What follows belongs to an exercise in optimizing a design on an open flow for small area; a production flow would make more cautious choices. Function was checked by simulation only, so behaviour that the tests miss may differ from the original. Power and IR drop assume default switching activity.

==> flow/design.v (excerpt) <==
module MazeRunner(
  input clk, RST_n,						 
  output INRT_SS_n,INRT_SCLK,INRT_MOSI,	 
  input INRT_MISO,						 
  input INRT_INT,						 
  output A2D_SS_n,A2D_SCLK,A2D_MOSI,	 
  input A2D_MISO,						 
  output lftPWM1,lftPWM2,				 
  output rghtPWM1,rghtPWM2,				 
  input RX,								 
  input hall_n,							 
  output TX,							 
  output piezo,piezo_n,					 
  output IR_lft_en,						 
  output IR_cntr_en,					 
  output IR_rght_en,					 
  output [7:0] LED
);
  localparam FAST_SIM = 1;
  localparam NOM_IR = 12'h900;			 
  wire rst_n;							 
  wire strt_cal;						 
  wire cal_done;						 
  wire signed [11:0] lft_spd, rght_spd;	 
  wire signed [11:0] actl_hdng;			 
  wire signed [11:0] dsrd_hdng_cmd;		 
  wire signed [11:0] dsrd_hdng_slv;		 
  wire signed [11:0] dsrd_hdng;			 
  wire signed [11:0] dsrd_hdng_adj;		 
  wire strt_hdng_cmd,strt_hdng_slv;		 
  wire strt_mv_cmd,strt_mv_slv;			 
  wire strt_mv,strt_hdng;				 
  wire stp_lft_cmd,stp_rght_cmd;		 
  ...
For scale: roughly 600 flip-flops, about 31 I/O pins.
Settings: LEC_CHECK=0, ABC_AREA=1, CAP_MARGIN=20, CORE_MARGIN=2, CORE_UTILIZATION=60, CTS_BUF_LIST=sky130_fd_sc_hd__clkbuf_8, CTS_CLUSTER_DIAMETER=80, CTS_CLUSTER_SIZE=16, SLEW_MARGIN=20; clock period 20.0 ns.
standard.sh (not shown) runs the stock make flow with config.mk's settings and CLKGATE_MAP_FILE= SYNTH_SCRIPT=/design/flow/synth_recipe.tcl, a recipe that flattens the netlist after the stock synthesis.
==> flow/flow/run.sh <==
#!/bin/bash
# The standard layout (the standard.sh: standard synthesis, ORFS floorplan to finish),
# with clock tree synthesis told not to add dummy loads for balancing.
set -euo pipefail
export CTS_ARGS="-sink_clustering_enable -repair_clock_nets -sink_clustering_size 16 -sink_clustering_max_diameter 80 -buf_list sky130_fd_sc_hd__clkbuf_8 -dont_use_dummy_load"
bash standard.sh > standard.log 2>&1
==> next run, changes <==
==> flow/flow/run.sh (replaced) <==
#!/bin/bash
# The standard layout (the standard.sh: standard synthesis, ORFS floorplan to finish),
# with clock tree synthesis told not to add dummy loads for balancing.
set -euo pipefail
export CTS_ARGS="-sink_clustering_enable -repair_clock_nets -sink_clustering_size 28 -sink_clustering_max_diameter 90 -buf_list sky130_fd_sc_hd__clkbuf_16 -dont_use_dummy_load"
bash standard.sh > standard.log 2>&1
Effect:
- The changed run completed with no timing, DRC or antenna violations
- worst setup slack loses 0.11 ns
- synthesized cell count does not change
- clock power is higher by 17%
- synthesized area does not change
- sequential power is about the same

---

MazeRunner, a different RTL version from the one above (not shown whole).
For scale: roughly 31 I/O pins.
Settings: LEC_CHECK=0, ABC_AREA=1, CAP_MARGIN=20, CORE_MARGIN=2, CORE_UTILIZATION=70, CTS_BUF_LIST=sky130_fd_sc_hd__clkbuf_16, CTS_CLUSTER_DIAMETER=80, CTS_CLUSTER_SIZE=32, SLEW_MARGIN=20; clock period 20.0 ns.
run.sh (not shown) runs the stock make flow with config.mk's settings and CLKGATE_MAP_FILE= SYNTH_SCRIPT=/design/flow/synth_recipe.tcl, a recipe that flattens the netlist after the stock synthesis.
Stock flow here: none of the scripts above is used.
The starting point went through all stages and came out clean.
Edit:
Settings changed: CORE_UTILIZATION 70 to 60, CTS_BUF_LIST sky130_fd_sc_hd__clkbuf_16 to sky130_fd_sc_hd__clkbuf_8, CTS_CLUSTER_SIZE 32 to 16.
Result: The new run completed without violations. Global-route usage drops by 4.1 points. Total power is lower by a little under a tenth. Flip-flop and latch count is unchanged. Worst hold slack is about the same.

---

MazeRunner with an RTL version that a note above also has.
Size: about 5000 cells after synthesis, roughly 600 flip-flops, about 0.042 mm2 of cells after synthesis.
==> flow/config.mk <==
export PLATFORM = sky130hd
export DESIGN_NAME = MazeRunner
export DESIGN_NICKNAME = MazeRunner
export VERILOG_FILES = /design/flow/design.v
export SDC_FILE = /design/flow/constraint.sdc
export NUM_CORES = 4
export LEC_CHECK = 0
export ABC_AREA = 1
export CAP_MARGIN = 20
export CORE_MARGIN = 2
export CORE_UTILIZATION = 60
export CTS_BUF_LIST = sky130_fd_sc_hd__clkbuf_8
export CTS_CLUSTER_DIAMETER = 80
export CTS_CLUSTER_SIZE = 16
export SLEW_MARGIN = 20
==> flow/constraint.sdc <==
create_clock -name core_clock -period 20.0 [get_ports {clk}]
set_input_delay 4.0000 -clock core_clock [delete_from_list [all_inputs] [get_ports {clk}]]
set_output_delay 4.0000 -clock core_clock [all_outputs]
set_load 0.01 [all_outputs]
standard.sh (not shown) runs the stock make flow with config.mk's settings and CLKGATE_MAP_FILE= SYNTH_SCRIPT=/design/flow/synth_recipe.tcl, a recipe that flattens the netlist after the stock synthesis.
==> flow/flow/run.sh <==
#!/bin/bash
# The standard layout (the standard.sh: standard synthesis, ORFS floorplan to finish),
# with clock tree synthesis told not to add dummy loads for balancing.
set -euo pipefail
export CTS_ARGS="-sink_clustering_enable -repair_clock_nets -sink_clustering_size 20 -sink_clustering_max_diameter 70 -buf_list sky130_fd_sc_hd__clkbuf_8 -dont_use_dummy_load"
bash standard.sh > standard.log 2>&1
The starting point finished clean.
Edit:
==> flow/run.sh (new file) <==
#!/bin/bash
# synth_recipe.tcl (not shown) runs the flow's synth.tcl, then flattens the netlist and writes it again
# the make line also repeats each setting of config.mk as NAME=value (left out here)
make -C /OpenROAD-flow-scripts/flow DESIGN_CONFIG=/design/flow/config.mk WORK_HOME=/design/flow/orfs CLKGATE_MAP_FILE= SYNTH_SCRIPT=/design/flow/synth_recipe.tcl finish
removed: flow/flow/run.sh
removed: flow/standard.sh
- The new run completed with no timing, DRC or antenna violations
- cell area came out higher by 0.62%
- power goes up by 4.4%
- clock-buffer cell count came out higher by 4
- via count climbs by 0.31%
- register-to-register slack hardly moves

==> separate check: timing with driven ports <==
No port has a modelled driver above. Below, the same layouts with a new extraction and two added sets of constraints. Step 1 sets driving cells, clkbuf_16 on the clock port and buf_2 on the other inputs (assumed; they add their load-dependent delay and slew). Step 2 also shifts input and output timing later by t, the mid clock arrival at the registers, as if the neighbouring blocks saw the same clock. Three values: ideal ports, drivers, drivers and shift; two values: the first two.
run	shift t [ns]	setup WS [ns]	worst register clock-pin slew, ns
the first run of note 1	0.708	9.119 / 9.153 / 8.445	0.11 / 0.11
the second run of note 1	0.628	9.012 / 9.049 / 8.421	0.11 / 0.11
the first run of note 2	0.663	8.054 / 8.030 / 7.367	0.12 / 0.12
the second run of note 2	0.742	8.035 / 8.013 / 7.271	0.12 / 0.12
the first run of note 3	0.701	9.103 / 9.135 / 8.434	0.12 / 0.12
the second run of note 3	0.739	9.123 / 9.156 / 8.417	0.12 / 0.12
After both steps setup and hold are still met in every run listed. The setup slack of the second run of note 2, which loses most, moves by -0.022 ns with the drivers and by -0.764 ns with both steps.
